This is an optimization exercise on Yosys and OpenROAD, whose aim is small area and a short achievable clock period, not a production implementation.
RTL that was checked went through simulation tests only; none was proved equivalent to the original.
The RTL of run 1 was laid out without a check of its function.

==> config.mk <==
export PLATFORM = sky130hd
export DESIGN_NAME = g_poker_core
export DESIGN_NICKNAME = g_poker_core
export VERILOG_FILES = /design/flow/design.v
export SDC_FILE = /design/flow/constraint.sdc
export NUM_CORES = 8
export LEC_CHECK = 0
export ABC_AREA = 1
export CAP_MARGIN = 20
export CORE_MARGIN = 2
export CORE_UTILIZATION = 50
export SLEW_MARGIN = 20
==> constraint.sdc <==
create_clock -name core_clock -period 14.0 [get_ports {clock}]
set_input_delay 2.8000 -clock core_clock [delete_from_list [all_inputs] [get_ports {clock}]]
set_output_delay 2.8000 -clock core_clock [all_outputs]
set_load 0.01 [all_outputs]
==> design.v <==
module g_poker_core (
	clock,
	reset_c,
	bet_c,
	betup_c,
	betdw_c,
	start_c,
	hold_c0,
	hold_c1,
	hold_c2,
	hold_c3,
	hold_c4,
	draw_c,
	double_c,
	high_c,
	low_c,
	suit_c,
	hand_c,
	select,
	hold_o0,
	hold_o1,
	hold_o2,
	hold_o3,
	hold_o4,
	Pnum0,
	Pnum1,
	Pnum2,
	Pnum3,
	Pnum4,
	suit0,
	suit1,
	suit2,
	suit3,
	suit4,
	nnum0,
	nnum1,
	nnum2,
	nnum3,
	nnum4,
	nsuit0,
	nsuit1,
	nsuit2,
	nsuit3,
	nsuit4,
	hand_r,
	Dnum0,
	Dnum1,
	highlow,
	highlow_ro,
	wager_b,
	mih_b
);
input wire clock;
input wire reset_c;
input wire bet_c;
input wire betup_c;
input wire betdw_c;
input wire start_c;
input wire hold_c0;
input wire hold_c1;
input wire hold_c2;
input wire hold_c3;
input wire hold_c4;
input wire draw_c;
input wire double_c;
input wire high_c;
input wire low_c;
input wire suit_c;
input wire hand_c;
output wire [3:0] select;
output wire  hold_o0;
output wire  hold_o1;
output wire  hold_o2;
output wire  hold_o3;
output wire  hold_o4;
output wire [3:0] Pnum0;
output wire [3:0] Pnum1;
output wire [3:0] Pnum2;
output wire [3:0] Pnum3;
output wire [3:0] Pnum4;
output wire [2:0] suit0;
output wire [2:0] suit1;
output wire [2:0] suit2;
output wire [2:0] suit3;
output wire [2:0] suit4;
output wire [3:0] nnum0;
output wire [3:0] nnum1;
output wire [3:0] nnum2;
output wire [3:0] nnum3;
output wire [3:0] nnum4;
output wire [2:0] nsuit0;
output wire [2:0] nsuit1;
output wire [2:0] nsuit2;
output wire [2:0] nsuit3;
output wire [2:0] nsuit4;
output wire [3:0] hand_r;
output wire [3:0] Dnum0;
output wire [3:0] Dnum1;
output wire [1:0] highlow;
output wire [1:0] highlow_ro;
output wire [15:0] wager_b;
output wire [15:0] mih_b;
localparam [2:0] S0 = 3'b000, S1 = 3'b100, S2 = 3'b001,
                 S3 = 3'b101, S4 = 3'b010, S5 = 3'b011;
reg [2:0] cur, cur_n;
reg [3:0] sel_r, sel_n;
reg [4:0] hold_r, hold_n;
reg [1:0] hl_r, hl_n;
reg [1:0] updown, updown_n;
wire [1:0] game_s = cur[1:0];
wire bet_s  = (cur == S1);
wire draw_s = (cur == S3);
reg dchance1;
reg dchance2;
always @* begin
	cur_n = cur;
	sel_n = sel_r;
	hold_n = hold_r;
	hl_n = hl_r;
	updown_n = 2'b00;
	case (cur)
		S0: begin
			if (~bet_c) begin cur_n = S1; sel_n = 4'b0001; end
			else sel_n = 4'b0000;
		end
		S1: begin
			sel_n = 4'b0001;
			if (~betup_c) updown_n = 2'b01;
			else if (~betdw_c) updown_n = 2'b10;
			else if (~start_c) begin cur_n = S2; sel_n = 4'b0010; end
		end
		S2: begin
			sel_n = 4'b0010;
			if (~hold_c0) hold_n[0] = ~hold_r[0];
			else if (~hold_c1) hold_n[1] = ~hold_r[1];
			else if (~hold_c2) hold_n[2] = ~hold_r[2];
			else if (~hold_c3) hold_n[3] = ~hold_r[3];
			else if (~hold_c4) hold_n[4] = ~hold_r[4];
			else if (~suit_c) sel_n = 4'b0011;
			else if (~draw_c) begin cur_n = S3; sel_n = 4'b0100; end
		end
		S3: begin
			if (dchance1 & ~double_c) begin cur_n = S4; sel_n = 4'b0101; end
			else if (~suit_c) sel_n = 4'b1011;
			else if (~hand_c) sel_n = 4'b0110;
			else if (~bet_c) begin cur_n = S1; hold_n = 5'b0; sel_n = 4'b0001; end
			else sel_n = 4'b0100;
		end
		S4: begin
			if (~high_c) begin cur_n = S5; hl_n = 2'b01; sel_n = 4'b1101; end
			else if (~low_c) begin cur_n = S5; hl_n = 2'b10; sel_n = 4'b1101; end
			else begin hl_n = 2'b00; sel_n = 4'b0101; end
		end
		S5: begin
			if (~double_c & dchance2) begin cur_n = S4; hl_n = 2'b00; sel_n = 4'b0101; end
			else if (~double_c | ~bet_c) begin cur_n = S1; hold_n = 5'b0; hl_n = 2'b00; sel_n = 4'b0001; end
			else if (~hand_c) sel_n = 4'b0111;
			else begin hl_n = 2'b00; sel_n = 4'b1101; end
		end
		default: ;
	endcase
end
always @(posedge clock or negedge reset_c) begin
	if (~reset_c) begin
		cur <= S0;
		sel_r <= 4'b0;
		hold_r <= 5'b0;
		hl_r <= 2'b0;
		updown <= 2'b0;
	end
	else begin
		cur <= cur_n;
		sel_r <= sel_n;
		hold_r <= hold_n;
		hl_r <= hl_n;
		updown <= updown_n;
	end
end
assign select = sel_r;
assign {hold_o4, hold_o3, hold_o2, hold_o1, hold_o0} = hold_r;
assign highlow = hl_r;
reg [15:0] wager_o;
reg [15:0] mih_d;
reg [15:0] money_r;
reg [15:0] wager1;
wire        w_ge   = (wager_o >= money_r);
wire        w_gt10 = (wager_o > 16'd10);
wire        m_gt10 = (money_r > 16'd10);
wire [16:0] w_up   = {1'b0, wager_o} + 17'd10;
wire [15:0] w_m10  = wager_o - 16'd10;
wire [15:0] m_m10  = money_r - 16'd10;
wire [15:0] x0     = money_r - wager_o;
wire [15:0] x_m10  = money_r - wager_o - 16'd10;
wire [15:0] x_p10  = money_r - wager_o + 16'd10;
reg  [15:0] wager_n, mih_d_n;
always @* begin
	if (updown == 2'b01) begin
		wager_n = w_ge ? money_r : w_up[15:0];
		mih_d_n = w_ge ? 16'd0 : x_m10;
	end
	else if (updown == 2'b10) begin
		if (w_ge) begin
			wager_n = m_gt10 ? m_m10 : money_r;
			mih_d_n = m_gt10 ? 16'd10 : 16'd0;
		end
		else begin
			wager_n = w_gt10 ? w_m10 : wager_o;
			mih_d_n = w_gt10 ? x_p10 : x0;
		end
	end
	else begin
		wager_n = w_ge ? money_r : wager_o;
		mih_d_n = w_ge ? 16'd0 : x0;
	end
end
always @(posedge clock or negedge reset_c) begin
	if (~reset_c) begin
		wager_o <= 16'd10;
		mih_d <= 16'd990;
	end
	else if (bet_s) begin
		wager_o <= wager_n;
		mih_d <= mih_d_n;
	end
end
reg  [3:0] hand_q;
reg  [7:0] hs;
reg  [1:0] hlr_v;        
wire [15:0] w = wager_o;
wire g01 = (game_s == 2'b01);
wire g11 = (game_s == 2'b11);
wire [15:0] t1 = ({16{g01 & hs[0]}} & w) |
                 ({16{g01 & hs[1]}} & {w[14:0], 1'b0}) |
                 ({16{g01 & (hs[2] | hs[3])}} & {w[13:0], 2'b0}) |
                 ({16{g01 & hs[4]}} & {w[12:0], 3'b0}) |
                 ({16{g01 & hs[5]}} & {w[11:0], 4'b0}) |
                 ({16{g01 & hs[6]}} & {w[9:0], 6'b0}) |
                 ({16{g11 & (hlr_v == 2'b01)}} & {wager1[14:0], 1'b0}) |
                 ({16{g11 & (hlr_v == 2'b10)}} & wager1);
wire [15:0] t2 = ({16{g01 & hs[3]}} & w) |
                 ({16{g01 & hs[4]}} & {w[14:0], 1'b0}) |
                 ({16{g01 & hs[5]}} & ~w) |
                 ({16{g01 & hs[6]}} & {w[10:0], 5'b0});
wire [15:0] t3 = {16{g01 & hs[6]}} & {w[13:0], 2'b0};
wire        cin = g01 & hs[5];
wire [15:0] ks = t1 ^ t2 ^ t3;
wire [15:0] kc = (t1 & t2) | (t1 & t3) | (t2 & t3);
wire [15:0] kc1 = {kc[14:0], cin};
wire [15:0] ms = mih_d ^ ks ^ kc1;
wire [15:0] mc = (mih_d & ks) | (mih_d & kc1) | (ks & kc1);
wire [15:0] kw = ks + kc1;
wire [15:0] msum = ms + {mc[14:0], 1'b0};
wire m_en = (g01 & (hs != 8'd0)) | (g11 & (hlr_v != 2'b00));
wire w1_en = (g01 & (hs[6:0] != 7'd0)) | (g11 & (hlr_v == 2'b01));
always @(posedge clock or negedge reset_c) begin
	if (~reset_c) begin
		money_r <= 16'd1000;
		wager1 <= 16'd0;
	end
	else begin
		if (m_en) money_r <= msum;
		if (w1_en) wager1 <= kw;
	end
end
function [3:0] add3;
	input [3:0] x;
	case (x)
		4'd5: add3 = 4'd8;
		4'd6: add3 = 4'd9;
		4'd7: add3 = 4'd10;
		4'd8: add3 = 4'd11;
		4'd9: add3 = 4'd12;
		default: add3 = x;
	endcase
endfunction
function [18:0] dec5;
	input [15:0] v;
	reg [34:0] s;
	integer k;
	begin
		s = {19'd0, v};
		for (k = 0; k < 16; k = k + 1) begin
			s[19:16] = add3(s[19:16]);
			s[23:20] = add3(s[23:20]);
			s[27:24] = add3(s[27:24]);
			s[31:28] = add3(s[31:28]);
			s = s << 1;
		end
		dec5 = s[34:16];
	end
endfunction
function [18:0] inc10;
	input [18:0] d;
	reg c1, c2, c3;
	begin
		c1 = (d[7:4] == 4'd9);
		c2 = c1 & (d[11:8] == 4'd9);
		c3 = c2 & (d[15:12] == 4'd9);
		inc10[3:0] = d[3:0];
		inc10[7:4] = c1 ? 4'd0 : d[7:4] + 4'd1;
		inc10[11:8] = c2 ? 4'd0 : (c1 ? d[11:8] + 4'd1 : d[11:8]);
		inc10[15:12] = c3 ? 4'd0 : (c2 ? d[15:12] + 4'd1 : d[15:12]);
		inc10[18:16] = d[18:16] + {2'd0, c3};
	end
endfunction
function [18:0] dec10;
	input [18:0] d;
	reg b1, b2, b3;
	begin
		b1 = (d[7:4] == 4'd0);
		b2 = b1 & (d[11:8] == 4'd0);
		b3 = b2 & (d[15:12] == 4'd0);
		dec10[3:0] = d[3:0];
		dec10[7:4] = b1 ? 4'd9 : d[7:4] - 4'd1;
		dec10[11:8] = b2 ? 4'd9 : (b1 ? d[11:8] - 4'd1 : d[11:8]);
		dec10[15:12] = b3 ? 4'd9 : (b2 ? d[15:12] - 4'd1 : d[15:12]);
		dec10[18:16] = d[18:16] - {2'd0, b3};
	end
endfunction
function [15:0] display;
	input [18:0] d;
	display = {({d[18:16], 1'b0} ^ {d[16], 3'b000}) + d[15:12], d[11:0]};
endfunction
reg [18:0] wd_r, hd_r, wd_n;
wire [18:0] money_d = dec5(money_r);
wire [18:0] w_cd = w_ge ? hd_r : wd_r;
always @* begin
	if (updown == 2'b01) wd_n = w_ge ? hd_r : (w_up[16] ? {15'd0, w_up[3:0]} : inc10(wd_r));
	else if (updown == 2'b10) wd_n = (w_ge ? m_gt10 : w_gt10) ? dec10(w_cd) : w_cd;
	else wd_n = w_ge ? money_d : wd_r;
end
always @(posedge clock or negedge reset_c) begin
	if (~reset_c) begin
		wd_r <= 19'h00010;
		hd_r <= 19'h01000;
	end
	else if (bet_s) begin
		wd_r <= wd_n;
		hd_r <= money_d;
	end
end
assign wager_b = display(wd_r);
assign mih_b = display(hd_r);
localparam [255:0] DIV2 = 256'h2aaaaaaaaaaaaaaaaaaaaaaaaaaaaaaaaaaaaaaaaaaaaaaaaaaaaaaaaaaaaaaa;
localparam [255:0] DIV3 = 256'h4924924924924924924924924924924924924924924924924924924924924924;
localparam [255:0] DIV5 = 256'h4210842108421084210842108421084210842108421084210842108421084210;
localparam [255:0] DIV7 = 256'h0810204081020408102040810204081020408102040810204081020408102040;
localparam [255:0] DIV11 = 256'h1002004008010020040080100200400801002004008010020040080100200400;
localparam [255:0] DIV13 = 256'h0040020010008004002001000800400200100080040020010008004002001000;
localparam [255:0] DIV17 = 256'h4000200010000800040002000100008000400020001000080004000200010000;
localparam [255:0] DIV19 = 256'h0040000800010000200004000080001000020000400008000100002000040000;
localparam [255:0] DIV23 = 256'h1000002000004000008000010000020000040000080000100000200000400000;
reg [7:0] count;
reg [39:0] rn;           
reg [19:0] rs;           
reg [19:0] Pn;           
reg [14:0] Ps;           
reg [3:0] Dn0, Dn1;
reg [1:0] d_count;
wire [9:0] adv = {DIV23[count], DIV19[count], DIV17[count], DIV13[count], DIV11[count],
                  DIV7[count], DIV5[count], DIV3[count], DIV2[count], 1'b1};
wire ld_d0 = (game_s == 2'b10) & (d_count == 2'd0) & dchance1;
wire ld_d1 = (game_s == 2'b10) & (d_count == 2'd1) & dchance2;
wire ld_d2 = (game_s == 2'b10) & (d_count == 2'd2) & dchance2;
wire tick  = (game_s != 2'b01) & ~ld_d0 & ~ld_d1 & ~ld_d2;
function [2:0] suitv;
	input [1:0] s;
	suitv = {1'b0, s} + 3'd1;
endfunction
function [3:0] inc13;
	input [3:0] n;
	inc13 = (n == 4'd13) ? 4'd1 : n + 4'd1;
endfunction
reg [39:0] rn_n;
reg [19:0] rs_n;
reg [19:0] Pn_n;
reg [14:0] Ps_n;
integer i;
always @* begin
	rn_n = rn;
	rs_n = rs;
	for (i = 0; i < 10; i = i + 1)
		if (adv[i]) begin
			rn_n[4*i +: 4] = inc13(rn[4*i +: 4]);
			rs_n[2*i +: 2] = rs[2*i +: 2] + 2'd1;
		end
	for (i = 0; i < 5; i = i + 1) begin
		Pn_n[4*i +: 4] = rn[4*i +: 4];
		Ps_n[3*i +: 3] = suitv(rs[2*i +: 2]);
	end
end
always @(posedge clock or negedge reset_c) begin
	if (~reset_c) begin
		count <= 8'd0;
		rn <= {10{4'd1}};
		rs <= 20'd0;
		Pn <= 20'd0;
		Ps <= 15'd0;
		Dn0 <= 4'd0;
		Dn1 <= 4'd0;
	end
	else begin
		if (game_s == 2'b01) begin
			Pn <= Pn_n;
			Ps <= Ps_n;
		end
		if (ld_d0) begin Dn0 <= rn[3:0]; Dn1 <= rn[7:4]; end
		if (ld_d1) begin Dn0 <= rn[11:8]; Dn1 <= rn[15:12]; end
		if (ld_d2) begin Dn0 <= rn[19:16]; Dn1 <= rn[23:20]; end
		if (tick) begin
			count <= (count == 8'd255) ? 8'd1 : count + 8'd1;
			rn <= rn_n;
			rs <= rs_n;
		end
	end
end
assign {Pnum4, Pnum3, Pnum2, Pnum1, Pnum0} = Pn;
assign {suit4, suit3, suit2, suit1, suit0} = Ps;
assign Dnum0 = Dn0;
assign Dnum1 = Dn1;
reg [19:0] nn;
reg [14:0] ns;
reg [19:0] nn_n;
reg [14:0] ns_n;
reg pjudge;
always @* begin
	for (i = 0; i < 5; i = i + 1) begin
		nn_n[4*i +: 4] = hold_r[i] ? Pn[4*i +: 4] : rn[4*(i+5) +: 4];
		ns_n[3*i +: 3] = hold_r[i] ? Ps[3*i +: 3] : suitv(rs[2*(i+5) +: 2]);
	end
end
always @(posedge clock or negedge reset_c) begin
	if (~reset_c) begin
		nn <= 20'd0;
		ns <= 15'd0;
		pjudge <= 1'b0;
	end
	else begin
		pjudge <= draw_s;
		if (draw_s) begin
			nn <= nn_n;
			ns <= ns_n;
		end
	end
end
assign {nnum4, nnum3, nnum2, nnum1, nnum0} = nn;
assign {nsuit4, nsuit3, nsuit2, nsuit1, nsuit0} = ns;
function lt4;
	input [3:0] x;
	input [3:0] y;
	lt4 = (~x[3] & y[3]) |
	      (~(x[3] ^ y[3]) & ((~x[2] & y[2]) |
	       (~(x[2] ^ y[2]) & ((~x[1] & y[1]) |
	        (~(x[1] ^ y[1]) & ~x[0] & y[0])))));
endfunction
function [4:0] place;
	input [3:0] x;
	case (x)
		4'b0000: place = 5'b00001;
		4'b0001, 4'b0010, 4'b0100, 4'b1000: place = 5'b00010;
		4'b0011, 4'b0101, 4'b0110, 4'b1001, 4'b1010, 4'b1100: place = 5'b00100;
		4'b0111, 4'b1011, 4'b1101, 4'b1110: place = 5'b01000;
		default: place = 5'b10000;
	endcase
endfunction
wire [3:0] c0 = nn_n[3:0], c1 = nn_n[7:4], c2 = nn_n[11:8], c3 = nn_n[15:12], c4 = nn_n[19:16];
wire b10 = ~lt4(c1, c0), b20 = ~lt4(c2, c0), b30 = ~lt4(c3, c0), b40 = ~lt4(c4, c0);
wire b21 = ~lt4(c2, c1), b31 = ~lt4(c3, c1), b41 = ~lt4(c4, c1);
wire b32 = ~lt4(c3, c2), b42 = ~lt4(c4, c2);
wire b43 = ~lt4(c4, c3);
wire [4:0] r0 = place({~b40, ~b30, ~b20, ~b10});
wire [4:0] r1 = place({~b41, ~b31, ~b21, b10});
wire [4:0] r2 = place({~b42, ~b32, b21, b20});
wire [4:0] r3 = place({~b43, b32, b31, b30});
wire [4:0] r4 = place({b43, b42, b41, b40});
reg [19:0] srt_n;
reg [19:0] srt;
integer k;
always @* begin
	for (k = 0; k < 5; k = k + 1)
		srt_n[4*k +: 4] = ({4{r0[k]}} & c0) | ({4{r1[k]}} & c1) | ({4{r2[k]}} & c2) |
		                  ({4{r3[k]}} & c3) | ({4{r4[k]}} & c4);
end
always @(posedge clock)
	if (draw_s) srt <= srt_n;
wire [3:0] a0 = srt[3:0], a1 = srt[7:4], a2 = srt[11:8], a3 = srt[15:12], a4 = srt[19:16];
wire e01 = (a0 == a1);
wire e12 = (a1 == a2);
wire e23 = (a2 == a3);
wire e34 = (a3 == a4);
wire flush = (ns[2:0] == ns[5:3]) & (ns[2:0] == ns[8:6]) & (ns[2:0] == ns[11:9]) &
             (ns[2:0] == ns[14:12]);
wire [3:0] d20 = a2 - a0;
wire [3:0] d42 = a4 - a2;
wire [3:0] d40 = a4 - a0;
wire [3:0] d31 = a3 - a1;
wire straight = ((d20 == 4'd2) | (d42 == 4'd2)) & ((d40 == 4'd4) | (d40 == 4'd12)) &
                ((d31 == 4'd2) | (d31 == 4'd10));
wire royal = ((a0 == 4'd1) & (a1 == 4'd10)) | ((a0 == 4'd7) & (a1 == 4'd9));
reg [3:0] hand_n;
always @* begin
	if (flush) begin
		if ((e01 & e12 & e23) | (e12 & e23 & e34)) hand_n = 4'b0111;
		else if (straight) hand_n = royal ? 4'b1010 : 4'b1000;
		else hand_n = 4'b0101;
	end
	else begin
		case ({e01, e12, e23, e34})
			4'b0000: hand_n = straight ? 4'b0100 : 4'b0000;
			4'b0001, 4'b0010, 4'b0100, 4'b1000: hand_n = 4'b0001;
			4'b0101, 4'b1001, 4'b1010: hand_n = 4'b0010;
			4'b0011, 4'b0110, 4'b1100: hand_n = 4'b0011;
			4'b1011, 4'b1101: hand_n = 4'b0110;
			default: hand_n = 4'b0111;
		endcase
	end
end
function [7:0] factor;
	input [3:0] h;
	case (h)
		4'b0000, 4'b0001: factor = 8'b10000000;
		4'b0010, 4'b0011: factor = 8'b00000001;
		4'b0100: factor = 8'b00000010;
		4'b0101: factor = 8'b00000100;
		4'b0110: factor = 8'b00001000;
		4'b0111: factor = 8'b00010000;
		4'b1000: factor = 8'b00100000;
		4'b1010: factor = 8'b01000000;
		default: factor = 8'b00000000;
	endcase
endfunction
always @(posedge clock or negedge reset_c) begin
	if (~reset_c) begin
		hand_q <= 4'b1111;
		hs <= 8'd0;
		dchance1 <= 1'b0;
	end
	else if (pjudge) begin
		hand_q <= hand_n;
		hs <= factor(hand_n);
		dchance1 <= (hand_n[3:1] != 3'b000);
	end
	else begin
		hand_q <= 4'b1111;
		hs <= 8'd0;
	end
end
assign hand_r = hand_q;
reg [1:0] hl_ro;
reg hl_v;
wire hl_act  = (hl_r == 2'b01) | (hl_r == 2'b10);
wire hl_lose = (hl_r == 2'b01) ? (Dn0 > Dn1) : (Dn0 < Dn1);
wire hl_eq   = (Dn0 == Dn1);
wire [1:0] dc_inc = d_count + 2'd1;
always @(posedge clock or negedge reset_c) begin
	if (~reset_c) begin
		hl_ro <= 2'b00;
		hl_v <= 1'b0;
		dchance2 <= 1'b0;
		d_count <= 2'b00;
	end
	else if (~bet_c) begin
		hl_ro <= 2'b00;
		hl_v <= 1'b0;
		dchance2 <= 1'b0;
		d_count <= 2'b00;
	end
	else begin
		hl_v <= hl_act;
		if (hl_act) begin
			if (hl_lose) begin
				hl_ro <= 2'b11;
				dchance2 <= 1'b0;
				d_count <= 2'b00;
			end
			else begin
				hl_ro <= hl_eq ? 2'b10 : 2'b01;
				dchance2 <= (dc_inc != 2'b11);
				d_count <= (dc_inc == 2'b11) ? 2'b00 : dc_inc;
			end
		end
		else if (d_count == 2'b11) begin
			d_count <= 2'b00;
			dchance2 <= 1'b0;
		end
	end
end
always @* hlr_v = hl_v ? hl_ro : 2'b00;
assign highlow_ro = hl_ro;
endmodule
==> run.sh <==
#!/bin/bash
# synth_recipe.tcl (not shown) runs the flow's synth.tcl, then flattens the netlist and writes it again
# the make line also repeats each setting of config.mk as NAME=value (left out here)
make -C /OpenROAD-flow-scripts/flow DESIGN_CONFIG=/design/flow/config.mk WORK_HOME=/design/flow/orfs CLKGATE_MAP_FILE= SYNTH_SCRIPT=/design/flow/synth_recipe.tcl finish
==> run summary, run 1 <==
Synth:
- After synthesis, the cell types taking the most area are dfrtp_1 (25%), nand2_1 (12%), ha_1 (6.9%), o21ai_0 (6.9%), inv_1 (6.5%).
- The largest area contributor in the netlist is dfrtp_1.
- In the synthesized netlist, the cells that appear most often are nand2_1 (786), inv_1 (437), o21ai_0 (347).
- After synthesis the netlist holds a flip-flop and latch count of 304.
- The number of flops mapped to enable cells by yosys is 20.
- The sequential share of the synthesized area is 30.6%.
- The number of nets produced by synthesis is 3775.
- The distinct cell type count of the synthesized netlist is 77.
- The total of warnings raised by yosys is 1.
- The mean instance size in the synthesized netlist is 7.05 um^2.
- Among all cell types in the netlist, the one instantiated most often is nand2_1.
- The predominant post-synthesis flop cell is dfrtp_1.
- The cell area after technology mapping is 25300 um^2.
- The fraction of post-synthesis cell area in the top cell type by area is 24.9%.
- The count of mapped cells out of synthesis is 3586.
- Counting flops with an async set or reset pin after synthesis yields a share of 93.4%.

STA:
- The number of pins exceeding their max-slew limit in the final report is 0.
- Timing would allow up to 0.162 GHz.
- The total of endpoints with negative setup slack in the final report is 0.
- The final sum of negative setup slack is 0 ns.
- The worst pin sits at a relative slew slack of 26.8%.
- The count of endpoints failing hold in the final timing report came to 0.
- The setup clock skew after layout is 0.0219 ns.
- Setup repair after global routing left no endpoint under its margin.
- In the post-route analysis, the smallest setup slack over all paths is 7.82 ns.
- The clock period minus worst slack is 6.18 ns.
- In the finished design, the share of the clock period the worst path needs comes to 44.2%.
- The slew at the pin closest to its max-slew limit is 1.09 ns.

Setup path:
- In this run the critical register-to-register path is launched from wager_o[1].
- STA classifies the critical path startpoint as a flip-flop.
- The worst setup path category is flip-flop to flip-flop.
- The slack of the worst reg-to-reg path is 7.82 ns.
- The endpoint required time on the critical path is 14.49 ns.
- The largest fanout on the critical path is 72.
- Among cell families on the critical path, the largest total delay comes from simple AND/OR/NAND/NOR gates.
- The data arrival time of the worst path is 6.67 ns.
- The largest individual stage delay along the critical path comes from the cell dfstp_2.
- The largest single stage delay on the critical path is 0.59 ns.
- The worst path buffer plus inverter count is 6.
- The endpoint identified for the worst register-to-register timing path is wd_r[15].
- The worst setup path is captured at a flip-flop.
- For the worst flop-to-flop path, the logic depth is 29.

Clocking:
- Once the clock tree was built, the resizer swapped 0 gates to a different size.
- In this run, post-CTS hold repair placed 0 buffers.
- The clock tree from TritonCTS is built.
- The clock transition at the register clock pins on the worst setup and hold paths after CTS is 0.06 ns.
- For this design, the sink count on the clock tree is 304.
- The buffer cell driving the clock tree root is clkbuf_16.
- In this run the post-CTS setup repair buffer count came out at 0.
- Buffers inserted during clock tree synthesis total 38.
- The clock insertion delay at the later pin of the skew report is 0.58 ns.
- In this run the number of H-tree levels came out at 2.
- The longest clock path from root to sink contains 3 buffers.

Global routing:
- The wire length of the first global-routing pass is 136000 um.
- The global-route congestion overflow total is 0.
- The total global routing track utilization is 32.3%.
- The largest net degree at the start of global routing is 80.
- The number of global-route vias before repair is 24700.
- The number of antenna violations at the first check in global routing came to 1.

Floorplan:
- For this configuration, the core starts out at a cell density of 50.5%.
- The chip height is 229 um.
- The horizontal extent of the die is 229 um.
- The die covers 52400 um^2.
- The number of ports placed on the die boundary is 144.
- In this run the core area contains 82 standard-cell rows.
- In this run the standard cell core region covers 50100 um^2.

Run:
- Across the run, the number of max-cap violations was 0.

Finish:
- Summing all flip-flop and latch instances after layout gives 7750 um^2.
- The share of cells above drive strength 1 is 7.47%.
- For this run, the post-layout net count is 3856.
- Relative to the synthesized area, the layout overhead comes to 12.7%.
- The layout has 4854 filler cells.
- The repair_antennas step left the layout with diodes totalling 0.
- Summing all multi-input logic gate instances after layout gives 15100 um^2.
- At the end of the flow the core is filled with cells to 56.9%.

Run status:
- The flow ran to the end and the layout has no timing, DRC or antenna violations.

Routing:
- The violation count after the first detailed-route iteration is 2348.
- The average via count per standard cell is 5.82.
- The count of nets left with antenna violations once routing finished came out at 0.
- The DRC violations left is 0.
- Summed over all layers, the routed wires come to 85200 um.
- After detailed routing, the average wire length per cell comes to 19.5 um.
- The detailed router placed 25400 vias in this run.
- The first detailed-routing pass ran for 6 iterations.

Worst hold path:
- The worst hold path was traced through 2 stages.
- The path with the worst hold slack has its endpoint at nn[17].
- In this run the most critical hold path is launched from nn[17].
- The tightest min-delay check is of the flip-flop to flip-flop type.

Placed design:
- The count of buffers added on input and output ports is 143.
- The pre-CTS setup slack is 8.14 ns.
- The HPWL reported at the end of detailed placement is 64100 um.
- The congestion estimate from routability-driven global placement came to 0.956.
[logic make-up (layout without fill, tap and decap cells)]
family / Yosys count / in the layout / share of synthesized area (%)
simple gates: 1489 / 1489 / 25.1
compound gates: 882 / 882 / 21.0
buf+inv: 625 / 735 / 9.75
flops: 304 / 304 / 30.6
fa+ha+maj: 172 / 172 / 9.49
xor+xnor: 108 / 108 / 3.74
mux: 6 / 6 / 0.242
[worst max-delay path by stage]
stage | from | to | slack, ns | cells past startpoint
floorplan | wager_o[1] | wd_r[18] | 9.13 | 32
finish | wager_o[1] | wd_r[15] | 7.82 | 29
global placement | wager_o[1] | wd_r[15] | 8.26 | 29
detailed placement | wager_o[1] | wd_r[15] | 8.14 | 29
CTS | wager_o[1] | wd_r[15] | 8.03 | 29
global route | wager_o[1] | wd_r[15] | 7.39 | 29
[per-stage QoR]
stage               hold slack, ns  std cells  cell area (um^2)
floorplan                    0.446       3586             25300
global placement             0.461       4298             27200
detailed placement           0.466       4298             27200
CTS                          0.485       4367             28500
global route                 0.509       4368             28500
finish                       0.478       4368             28500
[state kept, by name, indices dropped and copies added, names as in the netlist, 5 cells and up]
register / cells
Pn: 20
Ps: 15
count: 8
hd_r: 19
hold_r: 5
hs: 8
mih_d: 16
money_r: 16
nn: 20
ns: 15
rn: 40
rs: 20
srt: 20
wager1: 16
wager_o: 16
wd_r: 19
[worst reg2reg max path, delay by kind of cell (launching register included)]
kind,cells,cell delay [ns]
simple gates,12,2.06
fa+ha+maj,1,0.49
buf+inv,6,1.71
compound gates,10,1.23
flops,1,0.59
[routing by layer]
layer / track usage, % / share of wire (%) / vias to the layer above
li1: - / - / 12200
met1: 42.0 / 43 / 11900
met2: 54.4 / 47 / 1056
met3: 4.38 / 6.9 / 192
met4: 12.7 / 3.7 / 0
met5: 0 / 0 / -
[cells in the final DEF (no fill, tap or decap), types with 54 or more instances in the layout]
master	count
a21oi_1	185
a31oi_1	54
clkdlybuf4s50_1	142
dfrtp_1	252
ha_1	139
inv_1	437
nand2_1	785
nand3_1	186
nor2_1	300
nor3_1	60
o21ai_0	346
xor2_1	65
[final cells by class]
cell class	count	area share (%)
Clock buffer	53	3.69
Clock inverter	16	0.817
Inverter	498	6.56
Multi-Input combinational cell	2657	53.0
Sequential cell	304	27.2
Tap cell	672	2.95
Timing Repair Buffer	168	5.77
==> inputs of run 2 (changes only) <==
--- a/design.v
+++ b/design.v
@@ -195,21 +195,11 @@
 reg  [15:0] wager_n, mih_d_n;
+wire up = (updown == 2'b01);
+wire dn = (updown == 2'b10);
+wire [15:0] wager_ge = (dn & m_gt10) ? m_m10 : money_r;
+wire [15:0] mih_d_ge = (dn & m_gt10) ? 16'd10 : 16'd0;
+wire [15:0] wager_lt = up ? w_up[15:0] : (dn & w_gt10) ? w_m10 : wager_o;
+wire [15:0] mih_d_lt = up ? x_m10 : (dn & w_gt10) ? x_p10 : x0;
 always @* begin
-	if (updown == 2'b01) begin
-		wager_n = w_ge ? money_r : w_up[15:0];
-		mih_d_n = w_ge ? 16'd0 : x_m10;
-	end
-	else if (updown == 2'b10) begin
-		if (w_ge) begin
-			wager_n = m_gt10 ? m_m10 : money_r;
-			mih_d_n = m_gt10 ? 16'd10 : 16'd0;
-		end
-		else begin
-			wager_n = w_gt10 ? w_m10 : wager_o;
-			mih_d_n = w_gt10 ? x_p10 : x0;
-		end
-	end
-	else begin
-		wager_n = w_ge ? money_r : wager_o;
-		mih_d_n = w_ge ? 16'd0 : x0;
-	end
+	wager_n = w_ge ? wager_ge : wager_lt;
+	mih_d_n = w_ge ? mih_d_ge : mih_d_lt;
 end
@@ -226,21 +216,19 @@
 reg  [3:0] hand_q;
-reg  [7:0] hs;
-reg  [1:0] hlr_v;        
+reg  [7:0] ps;
+reg  [2:0] dbl;
 wire [15:0] w = wager_o;
-wire g01 = (game_s == 2'b01);
-wire g11 = (game_s == 2'b11);
-wire [15:0] t1 = ({16{g01 & hs[0]}} & w) |
-                 ({16{g01 & hs[1]}} & {w[14:0], 1'b0}) |
-                 ({16{g01 & (hs[2] | hs[3])}} & {w[13:0], 2'b0}) |
-                 ({16{g01 & hs[4]}} & {w[12:0], 3'b0}) |
-                 ({16{g01 & hs[5]}} & {w[11:0], 4'b0}) |
-                 ({16{g01 & hs[6]}} & {w[9:0], 6'b0}) |
-                 ({16{g11 & (hlr_v == 2'b01)}} & {wager1[14:0], 1'b0}) |
-                 ({16{g11 & (hlr_v == 2'b10)}} & wager1);
-wire [15:0] t2 = ({16{g01 & hs[3]}} & w) |
-                 ({16{g01 & hs[4]}} & {w[14:0], 1'b0}) |
-                 ({16{g01 & hs[5]}} & ~w) |
-                 ({16{g01 & hs[6]}} & {w[10:0], 5'b0});
-wire [15:0] t3 = {16{g01 & hs[6]}} & {w[13:0], 2'b0};
-wire        cin = g01 & hs[5];
+wire [15:0] t1 = ({16{ps[0]}} & w) |
+                 ({16{ps[1]}} & {w[14:0], 1'b0}) |
+                 ({16{ps[2] | ps[3]}} & {w[13:0], 2'b0}) |
+                 ({16{ps[4]}} & {w[12:0], 3'b0}) |
+                 ({16{ps[5]}} & {w[11:0], 4'b0}) |
+                 ({16{ps[6]}} & {w[9:0], 6'b0}) |
+                 ({16{dbl[2]}} & {wager1[14:0], 1'b0}) |
+                 ({16{dbl[1]}} & wager1);
+wire [15:0] t2 = ({16{ps[3]}} & w) |
+                 ({16{ps[4]}} & {w[14:0], 1'b0}) |
+                 ({16{ps[5]}} & ~w) |
+                 ({16{ps[6]}} & {w[10:0], 5'b0});
+wire [15:0] t3 = {16{ps[6]}} & {w[13:0], 2'b0};
+wire        cin = ps[5];
 wire [15:0] ks = t1 ^ t2 ^ t3;
@@ -252,4 +240,4 @@
 wire [15:0] msum = ms + {mc[14:0], 1'b0};
-wire m_en = (g01 & (hs != 8'd0)) | (g11 & (hlr_v != 2'b00));
-wire w1_en = (g01 & (hs[6:0] != 7'd0)) | (g11 & (hlr_v == 2'b01));
+wire m_en = (ps != 8'd0) | (dbl != 3'd0);
+wire w1_en = (ps[6:0] != 7'd0) | dbl[2];
 always @(posedge clock or negedge reset_c) begin
@@ -325,8 +313,6 @@
 wire [18:0] money_d = dec5(money_r);
-wire [18:0] w_cd = w_ge ? hd_r : wd_r;
-always @* begin
-	if (updown == 2'b01) wd_n = w_ge ? hd_r : (w_up[16] ? {15'd0, w_up[3:0]} : inc10(wd_r));
-	else if (updown == 2'b10) wd_n = (w_ge ? m_gt10 : w_gt10) ? dec10(w_cd) : w_cd;
-	else wd_n = w_ge ? money_d : wd_r;
-end
+wire [18:0] wd_ge = up ? hd_r : dn ? (m_gt10 ? dec10(hd_r) : hd_r) : money_d;
+wire [18:0] wd_lt = up ? (w_up[16] ? {15'd0, w_up[3:0]} : inc10(wd_r)) :
+                    (dn & w_gt10) ? dec10(wd_r) : wd_r;
+always @* wd_n = w_ge ? wd_ge : wd_lt;
 always @(posedge clock or negedge reset_c) begin
@@ -484,3 +470,3 @@
 always @(posedge clock)
-	if (draw_s) srt <= srt_n;
+	srt <= srt_n;
 wire [3:0] a0 = srt[3:0], a1 = srt[7:4], a2 = srt[11:8], a3 = srt[15:12], a4 = srt[19:16];
@@ -534,3 +520,3 @@
 		hand_q <= 4'b1111;
-		hs <= 8'd0;
+		ps <= 8'd0;
 		dchance1 <= 1'b0;
@@ -539,3 +525,3 @@
 		hand_q <= hand_n;
-		hs <= factor(hand_n);
+		ps <= (cur_n[1:0] == 2'b01) ? factor(hand_n) : 8'd0;
 		dchance1 <= (hand_n[3:1] != 3'b000);
@@ -544,3 +530,3 @@
 		hand_q <= 4'b1111;
-		hs <= 8'd0;
+		ps <= 8'd0;
 	end
@@ -549,3 +535,2 @@
 reg [1:0] hl_ro;
-reg hl_v;
 wire hl_act  = (hl_r == 2'b01) | (hl_r == 2'b10);
@@ -557,3 +542,2 @@
 		hl_ro <= 2'b00;
-		hl_v <= 1'b0;
 		dchance2 <= 1'b0;
@@ -563,3 +547,2 @@
 		hl_ro <= 2'b00;
-		hl_v <= 1'b0;
 		dchance2 <= 1'b0;
@@ -568,3 +551,2 @@
 	else begin
-		hl_v <= hl_act;
 		if (hl_act) begin
@@ -587,3 +569,8 @@
 end
-always @* hlr_v = hl_v ? hl_ro : 2'b00;
+wire [1:0] hlr_n = (bet_c & hl_act) ? (hl_lose ? 2'b11 : hl_eq ? 2'b10 : 2'b01) : 2'b00;
+always @(posedge clock or negedge reset_c) begin
+	if (~reset_c) dbl <= 3'd0;
+	else if (cur_n == S5) dbl <= {hlr_n == 2'b01, hlr_n == 2'b10, hlr_n == 2'b11};
+	else dbl <= 3'd0;
+end
 assign highlow_ro = hl_ro;
==> run summary, run 2 <==
Clocking:
- The post-cts sizing count is 0 (unchanged).
- The count of clock tree sinks came to 306 (was 304).
- The buffer count from post-CTS setup fixing is 0 (unchanged).
- The level count of the clock H-tree is 2 (unchanged).
- The number of buffers on the longest clock path is 3 (unchanged).
- The clock transition at the register clock pins on the worst setup and hold paths after CTS is 0.06 ns (about the same).
- The number of hold-repair buffers added at the cts stage came to 0 (unchanged).
- The buffer cell driving the clock tree root is clkbuf_16 (unchanged).
- The clock tree from TritonCTS is built (unchanged).
- The total CTS buffers was 38 (unchanged).
- The clock insertion delay at the later pin of the skew report is 0.58 ns (about the same).

Synth:
- The sequential share of the synthesized area is 30.8% (was 30.6%).
- The predominant post-synthesis flop cell is dfrtp_1 (unchanged).
- The dominant combinational cell family by area after synthesis was simple AND/OR/NAND/NOR gates (unchanged).
- The number of flops mapped to enable cells by yosys is 0 (was 20).
- Leading cell types by count after synthesis: nand2_1 (695), inv_1 (445), o21ai_0 (363) (was nand2_1 (786), inv_1 (437), o21ai_0 (347)).
- The adder and majority cell fraction of the synthesized area is 9.94% (was 9.49%).
- The distinct cell type count of the synthesized netlist is 73 (was 77).
- The proportion of register bits with asynchronous set or reset after synthesis was 93.5% (was 93.4%).
- The share of the synthesized area in compound gates (AO/OA/AOI/OAI) is 21.6% (was 21.0%).
- The cell area after technology mapping was 24700 um^2 (was 25300 um^2).
- The mean instance size in the synthesized netlist is 7.14 um^2 (was 7.05 um^2).
- Top area cells in the synthesized netlist: dfrtp_1 (26%), nand2_1 (11%), o21ai_0 (7.4%), ha_1 (7.3%), inv_1 (6.8%) (was dfrtp_1 (25%), nand2_1 (12%), ha_1 (6.9%), o21ai_0 (6.9%), inv_1 (6.5%)).
- The fraction of post-synthesis cell area in the top cell type by area is 25.8% (was 24.9%).
- The most frequently used cell type in the post-synthesis netlist is nand2_1 (unchanged).
- The largest area contributor in the netlist is dfrtp_1 (unchanged).
- The post-synthesis mux area share is 0.294% (was 0.242%).
- The total of warnings raised by yosys came to 1 (unchanged).
- The share of synthesized cell area in and, or, nand and nor gates was 23.2% (was 25.1%).
- The count of mapped cells out of synthesis came to 3451 (was 3586).
- The number of nets produced by synthesis is 3644 (was 3775).
- The post-synthesis register bit count is 306 (was 304).
- The post-synthesis share of cell area spent on xor and xnor gates came to 4.23% (was 3.74%).

Routing:
- The average via count per standard cell is 5.78 (was 5.82).
- The routed wire length was 81200 um (was 85200 um).
- The DRC violations left is 0 (unchanged).
- The violation count after the first detailed-route iteration is 2421 (was 2348).
- The number of iterations in the first detailed-routing pass is 7 (was 6).
- The total via count in the routed design is 24400 (was 25400).
- The average routed wire per standard cell is 19.2 um (was 19.5 um).
- The remaining antenna violation count came to 0 (unchanged).

Floorplan:
- The die area was 51100 um^2 (was 52400 um^2).
- The core area is 48800 um^2 (was 50100 um^2).
- The number of placement rows is 81 (was 82).
- The chip height came to 226 um (was 229 um).
- The number of ports placed on the die boundary is 144 (unchanged).
- The horizontal extent of the die was 226 um (was 229 um).
- The initial core utilization is 50.5% (about the same).

STA:
- The max-slew headroom at the worst pin is 34.6% (was 26.8%).
- The worst-case hold slack is 0.480 ns (was 0.478 ns).
- The highest clock rate is 0.182 GHz (was 0.162 GHz).
- The count of endpoints failing hold in the final timing report came to 0 (unchanged).
- The final sum of negative setup slack is 0 ns (unchanged).
- The number of pins exceeding their max-slew limit in the final report was 0 (unchanged).
- The total of endpoints with negative setup slack in the final report came to 0 (unchanged).
- Unrepaired setup endpoints after global routing: no (unchanged).
- The slew at the pin closest to its max-slew limit is 0.977 ns (was 1.09 ns).
- The clock period minus worst slack is 5.48 ns (was 6.18 ns).
- The setup slack after layout is 8.52 ns (was 7.82 ns).
- The setup clock skew after layout came to 0.0303 ns (was 0.0219 ns).
- The final cycle utilization of the critical path was 39.2% (was 44.2%).

Setup path:
- The startpoint type of the worst setup path was a flip-flop (unchanged).
- The data arrival time of the worst path is 5.97 ns (was 6.67 ns).
- The largest fanout on the critical path came to 16 (was 72).
- The worst setup path category is flip-flop to flip-flop (unchanged).
- The category of the worst setup path capture point is a flip-flop (unchanged).
- The endpoint required time on the critical path is 14.49 ns (about the same).
- The count of cells along the worst register-to-register path was 23 (was 29).

Placed design:
- The placed cell count is 4158 (was 4298).
- The pre-CTS setup slack is 8.54 ns (was 8.14 ns).
- The placed cell area is 26500 um^2 (was 27200 um^2).
- The placer's final routability congestion estimate came to 0.968 (was 0.956).
- The number of buffer cells added on primary ports is 143 (unchanged).
- The HPWL reported at the end of detailed placement came to 61900 um (was 64100 um).

Run:
- The number of violations of the max-capacitance limit was 0 (unchanged).

Finish:
- Leading cell types in the layout, fill and taps excluded: nand2_1 (695), inv_1 (445), o21ai_0 (362) (was nand2_1 (785), inv_1 (437), o21ai_0 (346)).
- The diode insertion count for antenna repair is 0 (unchanged).
- The storage element area is 7600 um^2 (was 7750 um^2).
- The flip-flop count of the largest register after layout is 40 (unchanged).
- The leading cell type in the layout, fill and taps excluded is nand2_1 (unchanged).
- The net count reported at finish is 3727 (was 3856).
- The cell area after layout was 27900 um^2 (was 28500 um^2).
- The area taken by multi-input logic gates is 14600 um^2 (was 15100 um^2).
- The number of filler instances in the final layout is 4635 (was 4854).
- The post-route core utilization is 57.0% (was 56.9%).
- The share of cells above drive strength 1 is 7.52% (was 7.47%).
- The register with the most flip-flops is rn (unchanged).
- The final cell count without fillers is 4228 (was 4368).
- The area added between synthesis and finish is 13.0% (was 12.7%).

Global routing:
- The total global routing track utilization is 31.5% (was 32.3%).
- The number of global-route vias before repair was 23600 (was 24700).
- The wire length of the first global-routing pass is 127000 um (was 136000 um).
- The global-route congestion overflow total was 0 (unchanged).
- The number of antenna violations at the first check in global routing was 6 (was 1).
- The largest net degree at the start of global routing is 85 (was 80).

Worst hold path:
- The worst hold path cell count is 2 (unchanged).
- The path class of the lowest-slack min-delay path is flip-flop to flip-flop (unchanged).

Run status:
- Status: no timing/DRC/antenna violations (unchanged).
[run 2: cell types whose count changed in the layout (fill, tap and decap cells not counted), moves of 15 or more]
| cell | change |
|---|---|
| xor2_1 | +17 |
| nor2_1 | -16 |
| nand2_1 | -90 |
| a31oi_1 | -15 |
| edfxtp_1 | -20 |
| nand3_1 | -53 |
| o21ai_0 | +16 |
| dfxtp_1 | +20 |
| a21oi_1 | +20 |
[run 2: layer usage]
metal / vias up / track usage (%) / routed length [um]
li1: 11700 / - / -
met1: 11500 / 41.1 / 34100
met2: 994 / 52.5 / 37800
met3: 168 / 5.70 / 6510
met4: 10 / 11.0 / 2690
met5: - / 0 / 66
[run 2: cells by family (layout without fill, tap and decap cells)]
kind of cell | Yosys count | after routing
simple gates | 1332 | 1332
flops | 306 | 306
mux | 7 | 7
compound gates | 897 | 897
xor+xnor | 119 | 119
buf+inv | 614 | 727
fa+ha+maj | 176 | 176
[run 2: worst paths after layout]
kind,from,end,slack [ns]
max,ps[3],money_r[14],8.52
min,hl_ro[1],hl_ro[1],0.48
max reg2reg,ps[3],money_r[14],8.52
min reg2reg,hl_ro[1],hl_ro[1],0.48
max in group asynchronous,reset_c,wd_r[15],10.35
min in group asynchronous,reset_c,rs[19],2.21
[run 2: area by class of cell]
type	count	area share (%)
repair buffers	169	5.86
inverters	488	6.59
multi-input cells	2531	52.5
clock inverters	12	0.588
well taps	664	2.98
flip-flops and latches	306	27.3
clock buffers	58	4.20
[run 2: worst max-delay path, stage by stage, from the launching register on]
cell,delay (ns)
dfrtp_1,0.59
nor2_1,0.56
clkinv_1,0.43
a221oi_1,0.48
fa_1,0.45
inv_1,0.11
fa_1,0.42
ha_1,0.36
nand3_1,0.08
and2_1,0.18
o21ai_0,0.27
inv_1,0.07
nor2_1,0.15
o21ai_0,0.10
nand2_1,0.09
nand3_1,0.09
nand2_1,0.11
a21oi_1,0.08
o21bai_1,0.15
nand2_1,0.09
nand2_1,0.08
a21oi_1,0.08
or2_2,0.27
a31oi_1,0.12
==> inputs of run 3 (changes only) <==
--- a/design.v
+++ b/design.v
@@ -252,11 +252,153 @@
 end
-function [3:0] add3;
-	input [3:0] x;
-	case (x)
-		4'd5: add3 = 4'd8;
-		4'd6: add3 = 4'd9;
-		4'd7: add3 = 4'd10;
-		4'd8: add3 = 4'd11;
-		4'd9: add3 = 4'd12;
-		default: add3 = x;
+function [7:0] dw0;
+	input [3:0] n;
+	case (n)
+		4'd0: dw0 = 8'h00;
+		4'd1: dw0 = 8'h01;
+		4'd2: dw0 = 8'h02;
+		4'd3: dw0 = 8'h03;
+		4'd4: dw0 = 8'h04;
+		4'd5: dw0 = 8'h05;
+		4'd6: dw0 = 8'h06;
+		4'd7: dw0 = 8'h07;
+		4'd8: dw0 = 8'h08;
+		4'd9: dw0 = 8'h09;
+		4'd10: dw0 = 8'h10;
+		4'd11: dw0 = 8'h11;
+		4'd12: dw0 = 8'h12;
+		4'd13: dw0 = 8'h13;
+		4'd14: dw0 = 8'h14;
+		4'd15: dw0 = 8'h15;
+	endcase
+endfunction
+function [11:0] dw1;
+	input [3:0] n;
+	case (n)
+		4'd0: dw1 = 12'h000;
+		4'd1: dw1 = 12'h016;
+		4'd2: dw1 = 12'h032;
+		4'd3: dw1 = 12'h048;
+		4'd4: dw1 = 12'h064;
+		4'd5: dw1 = 12'h080;
+		4'd6: dw1 = 12'h096;
+		4'd7: dw1 = 12'h112;
+		4'd8: dw1 = 12'h128;
+		4'd9: dw1 = 12'h144;
+		4'd10: dw1 = 12'h160;
+		4'd11: dw1 = 12'h176;
+		4'd12: dw1 = 12'h192;
+		4'd13: dw1 = 12'h208;
+		4'd14: dw1 = 12'h224;
+		4'd15: dw1 = 12'h240;
+	endcase
+endfunction
+function [15:0] dw2;
+	input [3:0] n;
+	case (n)
+		4'd0: dw2 = 16'h0000;
+		4'd1: dw2 = 16'h0256;
+		4'd2: dw2 = 16'h0512;
+		4'd3: dw2 = 16'h0768;
+		4'd4: dw2 = 16'h1024;
+		4'd5: dw2 = 16'h1280;
+		4'd6: dw2 = 16'h1536;
+		4'd7: dw2 = 16'h1792;
+		4'd8: dw2 = 16'h2048;
+		4'd9: dw2 = 16'h2304;
+		4'd10: dw2 = 16'h2560;
+		4'd11: dw2 = 16'h2816;
+		4'd12: dw2 = 16'h3072;
+		4'd13: dw2 = 16'h3328;
+		4'd14: dw2 = 16'h3584;
+		4'd15: dw2 = 16'h3840;
+	endcase
+endfunction
+function [19:0] dw3;
+	input [3:0] n;
+	case (n)
+		4'd0: dw3 = 20'h00000;
+		4'd1: dw3 = 20'h04096;
+		4'd2: dw3 = 20'h08192;
+		4'd3: dw3 = 20'h12288;
+		4'd4: dw3 = 20'h16384;
+		4'd5: dw3 = 20'h20480;
+		4'd6: dw3 = 20'h24576;
+		4'd7: dw3 = 20'h28672;
+		4'd8: dw3 = 20'h32768;
+		4'd9: dw3 = 20'h36864;
+		4'd10: dw3 = 20'h40960;
+		4'd11: dw3 = 20'h45056;
+		4'd12: dw3 = 20'h49152;
+		4'd13: dw3 = 20'h53248;
+		4'd14: dw3 = 20'h57344;
+		4'd15: dw3 = 20'h61440;
+	endcase
+endfunction
+function [5:0] dsplit;
+	input [5:0] s;
+	case (s)
+		6'd0: dsplit = {2'd0, 4'd0};
+		6'd1: dsplit = {2'd0, 4'd1};
+		6'd2: dsplit = {2'd0, 4'd2};
+		6'd3: dsplit = {2'd0, 4'd3};
+		6'd4: dsplit = {2'd0, 4'd4};
+		6'd5: dsplit = {2'd0, 4'd5};
+		6'd6: dsplit = {2'd0, 4'd6};
+		6'd7: dsplit = {2'd0, 4'd7};
+		6'd8: dsplit = {2'd0, 4'd8};
+		6'd9: dsplit = {2'd0, 4'd9};
+		6'd10: dsplit = {2'd1, 4'd0};
+		6'd11: dsplit = {2'd1, 4'd1};
+		6'd12: dsplit = {2'd1, 4'd2};
+		6'd13: dsplit = {2'd1, 4'd3};
+		6'd14: dsplit = {2'd1, 4'd4};
+		6'd15: dsplit = {2'd1, 4'd5};
+		6'd16: dsplit = {2'd1, 4'd6};
+		6'd17: dsplit = {2'd1, 4'd7};
+		6'd18: dsplit = {2'd1, 4'd8};
+		6'd19: dsplit = {2'd1, 4'd9};
+		6'd20: dsplit = {2'd2, 4'd0};
+		6'd21: dsplit = {2'd2, 4'd1};
+		6'd22: dsplit = {2'd2, 4'd2};
+		6'd23: dsplit = {2'd2, 4'd3};
+		6'd24: dsplit = {2'd2, 4'd4};
+		6'd25: dsplit = {2'd2, 4'd5};
+		6'd26: dsplit = {2'd2, 4'd6};
+		6'd27: dsplit = {2'd2, 4'd7};
+		6'd28: dsplit = {2'd2, 4'd8};
+		6'd29: dsplit = {2'd2, 4'd9};
+		6'd30: dsplit = {2'd3, 4'd0};
+		6'd31: dsplit = {2'd3, 4'd1};
+		6'd32: dsplit = {2'd3, 4'd2};
+		6'd33: dsplit = {2'd3, 4'd3};
+		6'd34: dsplit = {2'd3, 4'd4};
+		6'd35: dsplit = {2'd3, 4'd5};
+		6'd36: dsplit = {2'd3, 4'd6};
+		6'd37: dsplit = {2'd3, 4'd7};
+		6'd38: dsplit = {2'd3, 4'd8};
+		6'd39: dsplit = {2'd3, 4'd9};
+		6'd40: dsplit = {2'd3, 4'd0};
+		6'd41: dsplit = {2'd3, 4'd0};
+		6'd42: dsplit = {2'd3, 4'd0};
+		6'd43: dsplit = {2'd3, 4'd0};
+		6'd44: dsplit = {2'd3, 4'd0};
+		6'd45: dsplit = {2'd3, 4'd0};
+		6'd46: dsplit = {2'd3, 4'd0};
+		6'd47: dsplit = {2'd3, 4'd0};
+		6'd48: dsplit = {2'd3, 4'd0};
+		6'd49: dsplit = {2'd3, 4'd0};
+		6'd50: dsplit = {2'd3, 4'd0};
+		6'd51: dsplit = {2'd3, 4'd0};
+		6'd52: dsplit = {2'd3, 4'd0};
+		6'd53: dsplit = {2'd3, 4'd0};
+		6'd54: dsplit = {2'd3, 4'd0};
+		6'd55: dsplit = {2'd3, 4'd0};
+		6'd56: dsplit = {2'd3, 4'd0};
+		6'd57: dsplit = {2'd3, 4'd0};
+		6'd58: dsplit = {2'd3, 4'd0};
+		6'd59: dsplit = {2'd3, 4'd0};
+		6'd60: dsplit = {2'd3, 4'd0};
+		6'd61: dsplit = {2'd3, 4'd0};
+		6'd62: dsplit = {2'd3, 4'd0};
+		6'd63: dsplit = {2'd3, 4'd0};
 	endcase
@@ -265,14 +407,36 @@
 	input [15:0] v;
-	reg [34:0] s;
-	integer k;
+	reg [19:0] t3;
+	reg [15:0] t2;
+	reg [11:0] t1;
+	reg [7:0] t0;
+	reg [5:0] s0, s1, s2, s3;
+	reg [5:0] p0, p1, p2, p3;
+	reg [3:0] a1, a2, a3, a4;
+	reg c2, c3, c4;
+	reg [3:0] d1, d2, d3, d4;
 	begin
-		s = {19'd0, v};
-		for (k = 0; k < 16; k = k + 1) begin
-			s[19:16] = add3(s[19:16]);
-			s[23:20] = add3(s[23:20]);
-			s[27:24] = add3(s[27:24]);
-			s[31:28] = add3(s[31:28]);
-			s = s << 1;
-		end
-		dec5 = s[34:16];
+		t0 = dw0(v[3:0]);
+		t1 = dw1(v[7:4]);
+		t2 = dw2(v[11:8]);
+		t3 = dw3(v[15:12]);
+		s0 = t0[3:0] + t1[3:0] + t2[3:0] + t3[3:0];
+		s1 = t0[7:4] + t1[7:4] + t2[7:4] + t3[7:4];
+		s2 = t1[11:8] + t2[11:8] + t3[11:8];
+		s3 = t2[15:12] + t3[15:12];
+		p0 = dsplit(s0);
+		p1 = dsplit(s1);
+		p2 = dsplit(s2);
+		p3 = dsplit(s3);
+		a1 = p1[3:0] + p0[5:4];
+		a2 = p2[3:0] + p1[5:4];
+		a3 = p3[3:0] + p2[5:4];
+		a4 = t3[19:16] + p3[5:4];
+		c2 = (a1 >= 4'd10);
+		c3 = (a2 >= 4'd10) | ((a2 == 4'd9) & c2);
+		c4 = (a3 >= 4'd10) | ((a3 == 4'd9) & c3);
+		d1 = (a1 >= 4'd10) ? a1 - 4'd10 : a1;
+		d2 = (a2 + c2 >= 4'd10) ? a2 + c2 - 4'd10 : a2 + c2;
+		d3 = (a3 + c3 >= 4'd10) ? a3 + c3 - 4'd10 : a3 + c3;
+		d4 = a4 + c4;
+		dec5 = {d4[2:0], d3, d2, d1, p0[3:0]};
 	end
@@ -307,5 +471,138 @@
 endfunction
+function [3:0] top16;
+	input [6:0] x;     
+	case (x)
+		7'h00: top16 = 4'd0;
+		7'h01: top16 = 4'd1;
+		7'h02: top16 = 4'd2;
+		7'h03: top16 = 4'd3;
+		7'h04: top16 = 4'd4;
+		7'h05: top16 = 4'd5;
+		7'h06: top16 = 4'd6;
+		7'h07: top16 = 4'd7;
+		7'h08: top16 = 4'd8;
+		7'h09: top16 = 4'd9;
+		7'h0a: top16 = 4'd10;
+		7'h0b: top16 = 4'd11;
+		7'h0c: top16 = 4'd12;
+		7'h0d: top16 = 4'd13;
+		7'h0e: top16 = 4'd14;
+		7'h0f: top16 = 4'd15;
+		7'h10: top16 = 4'd10;
+		7'h11: top16 = 4'd11;
+		7'h12: top16 = 4'd12;
+		7'h13: top16 = 4'd13;
+		7'h14: top16 = 4'd14;
+		7'h15: top16 = 4'd15;
+		7'h16: top16 = 4'd0;
+		7'h17: top16 = 4'd1;
+		7'h18: top16 = 4'd2;
+		7'h19: top16 = 4'd3;
+		7'h1a: top16 = 4'd4;
+		7'h1b: top16 = 4'd5;
+		7'h1c: top16 = 4'd6;
+		7'h1d: top16 = 4'd7;
+		7'h1e: top16 = 4'd8;
+		7'h1f: top16 = 4'd9;
+		7'h20: top16 = 4'd4;
+		7'h21: top16 = 4'd5;
+		7'h22: top16 = 4'd6;
+		7'h23: top16 = 4'd7;
+		7'h24: top16 = 4'd8;
+		7'h25: top16 = 4'd9;
+		7'h26: top16 = 4'd10;
+		7'h27: top16 = 4'd11;
+		7'h28: top16 = 4'd12;
+		7'h29: top16 = 4'd13;
+		7'h2a: top16 = 4'd14;
+		7'h2b: top16 = 4'd15;
+		7'h2c: top16 = 4'd0;
+		7'h2d: top16 = 4'd1;
+		7'h2e: top16 = 4'd2;
+		7'h2f: top16 = 4'd3;
+		7'h30: top16 = 4'd14;
+		7'h31: top16 = 4'd15;
+		7'h32: top16 = 4'd0;
+		7'h33: top16 = 4'd1;
+		7'h34: top16 = 4'd2;
+		7'h35: top16 = 4'd3;
+		7'h36: top16 = 4'd4;
+		7'h37: top16 = 4'd5;
+		7'h38: top16 = 4'd6;
+		7'h39: top16 = 4'd7;
+		7'h3a: top16 = 4'd8;
+		7'h3b: top16 = 4'd9;
+		7'h3c: top16 = 4'd10;
+		7'h3d: top16 = 4'd11;
+		7'h3e: top16 = 4'd12;
+		7'h3f: top16 = 4'd13;
+		7'h40: top16 = 4'd8;
+		7'h41: top16 = 4'd9;
+		7'h42: top16 = 4'd10;
+		7'h43: top16 = 4'd11;
+		7'h44: top16 = 4'd12;
+		7'h45: top16 = 4'd13;
+		7'h46: top16 = 4'd14;
+		7'h47: top16 = 4'd15;
+		7'h48: top16 = 4'd0;
+		7'h49: top16 = 4'd1;
+		7'h4a: top16 = 4'd2;
+		7'h4b: top16 = 4'd3;
+		7'h4c: top16 = 4'd4;
+		7'h4d: top16 = 4'd5;
+		7'h4e: top16 = 4'd6;
+		7'h4f: top16 = 4'd7;
+		7'h50: top16 = 4'd2;
+		7'h51: top16 = 4'd3;
+		7'h52: top16 = 4'd4;
+		7'h53: top16 = 4'd5;
+		7'h54: top16 = 4'd6;
+		7'h55: top16 = 4'd7;
+		7'h56: top16 = 4'd8;
+		7'h57: top16 = 4'd9;
+		7'h58: top16 = 4'd10;
+		7'h59: top16 = 4'd11;
+		7'h5a: top16 = 4'd12;
+		7'h5b: top16 = 4'd13;
+		7'h5c: top16 = 4'd14;
+		7'h5d: top16 = 4'd15;
+		7'h5e: top16 = 4'd0;
+		7'h5f: top16 = 4'd1;
+		7'h60: top16 = 4'd12;
+		7'h61: top16 = 4'd13;
+		7'h62: top16 = 4'd14;
+		7'h63: top16 = 4'd15;
+		7'h64: top16 = 4'd0;
+		7'h65: top16 = 4'd1;
+		7'h66: top16 = 4'd2;
+		7'h67: top16 = 4'd3;
+		7'h68: top16 = 4'd4;
+		7'h69: top16 = 4'd5;
+		7'h6a: top16 = 4'd6;
+		7'h6b: top16 = 4'd7;
+		7'h6c: top16 = 4'd8;
+		7'h6d: top16 = 4'd9;
+		7'h6e: top16 = 4'd10;
+		7'h6f: top16 = 4'd11;
+		7'h70: top16 = 4'd6;
+		7'h71: top16 = 4'd7;
+		7'h72: top16 = 4'd8;
+		7'h73: top16 = 4'd9;
+		7'h74: top16 = 4'd10;
+		7'h75: top16 = 4'd11;
+		7'h76: top16 = 4'd12;
+		7'h77: top16 = 4'd13;
+		7'h78: top16 = 4'd14;
+		7'h79: top16 = 4'd15;
+		7'h7a: top16 = 4'd0;
+		7'h7b: top16 = 4'd1;
+		7'h7c: top16 = 4'd2;
+		7'h7d: top16 = 4'd3;
+		7'h7e: top16 = 4'd4;
+		7'h7f: top16 = 4'd5;
+	endcase
+endfunction
 function [15:0] display;
 	input [18:0] d;
-	display = {({d[18:16], 1'b0} ^ {d[16], 3'b000}) + d[15:12], d[11:0]};
+	display = {top16(d[18:12]), d[11:0]};
 endfunction
==> flow/run.sh (new file) <==
#!/bin/bash
set -euo pipefail
bash standard.sh ADDER_MAP_FILE= SETUP_SLACK_MARGIN=9.3 finish > standard.log 2>&1
==> standard.sh (new file) <==
#!/bin/bash
# synth_recipe.tcl (not shown) runs the flow's synth.tcl, then flattens the netlist and writes it again
# the make line also repeats each setting of config.mk as NAME=value (left out here)
make -C /OpenROAD-flow-scripts/flow DESIGN_CONFIG=/design/flow/config.mk WORK_HOME=/design/flow/orfs CLKGATE_MAP_FILE= SYNTH_SCRIPT=/design/flow/synth_recipe.tcl "${@:-finish}"
removed: run.sh
==> run summary, run 3 <==
Run status:
- Status: no timing/DRC/antenna violations (unchanged).

Clocking:
- The buffer cell driving the clock tree root is clkbuf_16 (unchanged).
- The level count of the clock H-tree was 2 (unchanged).
- The total CTS buffers is 38 (unchanged).
- The number of hold-repair buffers added at the cts stage is 0 (unchanged).
- The clock tree from TritonCTS is built (unchanged).

Floorplan:
- The number of ports placed on the die boundary is 144 (unchanged).
- The number of placement rows is 80 (was 81).
- The horizontal extent of the die is 225 um (was 226 um).
- The initial core utilization is 50.9% (was 50.5%).
- The chip height came to 225 um (was 226 um).

Finish:
- The area added between synthesis and finish is 12.6% (was 13.0%).
- Leading cell types in the layout, fill and taps excluded: nand2_1 (938), inv_1 (456), nor2_1 (398) (was nand2_1 (695), inv_1 (445), o21ai_0 (362)).
- The leading cell type in the layout, fill and taps excluded is nand2_1 (unchanged).
- The share of cells above drive strength 1 came to 8.18% (was 7.52%).

Global routing:
- The number of global-route vias before repair came to 24900 (was 23600).
- The global-route congestion overflow total was 0 (unchanged).
- The largest net degree at the start of global routing is 78 (was 85).
- The number of antenna violations at the first check in global routing is 4 (was 6).

Synth:
- The cell area after technology mapping was 24400 um^2 (was 24700 um^2).
- The predominant post-synthesis flop cell is dfrtp_1 (unchanged).
- The fraction of post-synthesis cell area in the top cell type by area is 26.1% (was 25.8%).
- Leading cell types by count after synthesis: nand2_1 (938), inv_1 (460), nor2_1 (404) (was nand2_1 (695), inv_1 (445), o21ai_0 (363)).
- The number of nets produced by synthesis is 3750 (was 3644).
- The mean instance size in the synthesized netlist is 6.54 um^2 (was 7.14 um^2).
- The most frequently used cell type in the post-synthesis netlist is nand2_1 (unchanged).
- The distinct cell type count of the synthesized netlist is 74 (was 73).

STA:
- The highest clock rate came to 0.215 GHz (was 0.182 GHz).
- The clock period minus worst slack came to 4.65 ns (was 5.48 ns).
- The number of pins exceeding their max-slew limit in the final report was 0 (unchanged).
- The count of endpoints failing hold in the final timing report is 0 (unchanged).
- The setup clock skew after layout came to 0.0203 ns (was 0.0303 ns).

Setup path:
- The startpoint type of the worst setup path is a flip-flop (unchanged).
- The slack of the worst reg-to-reg path came to 9.61 ns (was 8.52 ns).
- The data arrival time of the worst path is 1.85 ns (was 5.97 ns).
- The endpoint required time on the critical path is 11.20 ns (was 14.49 ns).
- The worst setup path category was flip-flop to primary output (was flip-flop to flip-flop).
- The largest fanout on the critical path is 5 (was 16).
- The category of the worst setup path capture point is a primary output (was flip-flop).

Routing:
- The total via count in the routed design is 25800 (was 24400).
- The average routed wire per standard cell was 18.7 um (was 19.2 um).
- The DRC violations left is 0 (unchanged).
- The routed wire length is 83400 um (was 81200 um).
- The number of iterations in the first detailed-routing pass is 6 (was 7).

Placed design:
- The placer's final routability congestion estimate is 0.992 (was 0.968).
- The number of buffer cells added on primary ports came to 143 (unchanged).
- The placed cell area is 26100 um^2 (was 26500 um^2).

Run:
- The number of violations of the max-capacitance limit is 0 (unchanged).
-- run 3: cell types whose count changed in the layout (fill, tap and decap cells not counted), sizes merged, moves of 10 or more --
cell,previous run,this run
nand4,43,21
inv,477,487
fa,33,0
a21oi,218,185
xor2,82,113
nand2,726,978
nor2,301,419
or2,28,46
nor3,63,42
ha,143,0
o22ai,44,54
nand3,144,210
o211ai,37,55
-- run 3: final timing paths --
path / startpoint / endpoint / depth (start not counted)
max: hd_r[13] / mih_b[13] / 3
min: nn[4] / nn[4] / 2
max reg2reg: ps[3] / money_r[11] / 22
min reg2reg: nn[4] / nn[4] / 2
max in group asynchronous: reset_c / hd_r[14] / 2
min in group asynchronous: reset_c / money_r[12] / 1
-- run 3: timing repair --
item	CTS	global route
gates resized for setup	17	27
pin swaps	1	5
cloned	0	1
buffers inserted	1	6
setup endpoints to repair	26	47
-- run 3: per-layer routing --
layer	up-vias	share of wire [%]	GRT usage (%)
met5	-	0.038	0
met3	264	7.1	6.08
met1	12000	41	40.9
li1	12500	-	-
met4	4	5.1	15.1
met2	1057	47	54.8
-- run 3: worst max-delay path, cell delays in order, from the launching register on --
cell             delay (ns)
dfrtp_2                0.45
buf_4                  0.15
xor2_1                 0.15
clkdlybuf4s50_1        0.55
-- run 3: kinds of logic after synthesis --
family	after synthesis	synth area share [%]
xor gates and xnor gates	155	5.60
DFF	306	31.1
buffers and inverters	640	10.7
AOI/OAI and AO/OA	875	21.5
and+or+nand+nor	1756	31.0
muxes	1	0.0410
-- run 3: final cells by class --
cell class / instances / area (um^2)
fill: 4670 / 20500
multi-input combinational: 2787 / 14200
sequential: 306 / 7610
inverter: 499 / 1890
timing repair buffer: 176 / 1700
clock buffer: 52 / 1080
tap: 615 / 769
clock inverter: 16 / 151
timing repair inverter: 1 / 7.51
antenna: 2 / 5.00
-- run 3: metrics by stage --
stage	hold WS, ns	instances	worst slack (ns)	utilization [%]
after CTS	0.487	4445	9.17	57.0
after global routing	0.513	4454	9.25	57.3
after floorplan	0.460	3733	9.76	-
after global placement	0.470	4376	8.78	54.4
final	0.484	4454	9.35	57.3
after detailed placement	0.472	4376	8.72	54.4

-- static timing again, ports no longer ideal --
Ports are ideal in the flow. The routed layouts listed here were re-timed in OpenROAD.
Step 1 assumes that a clkbuf_16 drives the clock port and a buf_2 every other input.
Step 2 times the ports against the registers' clock, not the clock port: input delays grow and output delays shrink by t, the midpoint of the rising clock arrivals with the driver on.
Slacks: ideal ports / drivers / drivers and shift; pairs: ideal ports / drivers.
| run | t, ns | setup WS [ns] | clock arrival spread, ns | slew at the worst register clock pin (ns) | worst slew at a driven data input, ns |
|---|---|---|---|---|---|
| run 1 | 0.635 | 7.819 / 7.819 / 7.819 | 0.023 / 0.023 | 0.07 / 0.07 | 0.05 |
| run 2 | 0.624 | 8.517 / 8.517 / 8.517 | 0.032 / 0.032 | 0.06 / 0.06 | 0.10 |
| run 3 | 0.618 | 9.349 / 9.294 / 8.987 | 0.022 / 0.022 | 0.06 / 0.06 | 0.09 |
After both steps every run listed still meets setup and hold. The setup slack of run 3, which loses most, moves by -0.055 ns with the drivers and by -0.362 ns with both steps.
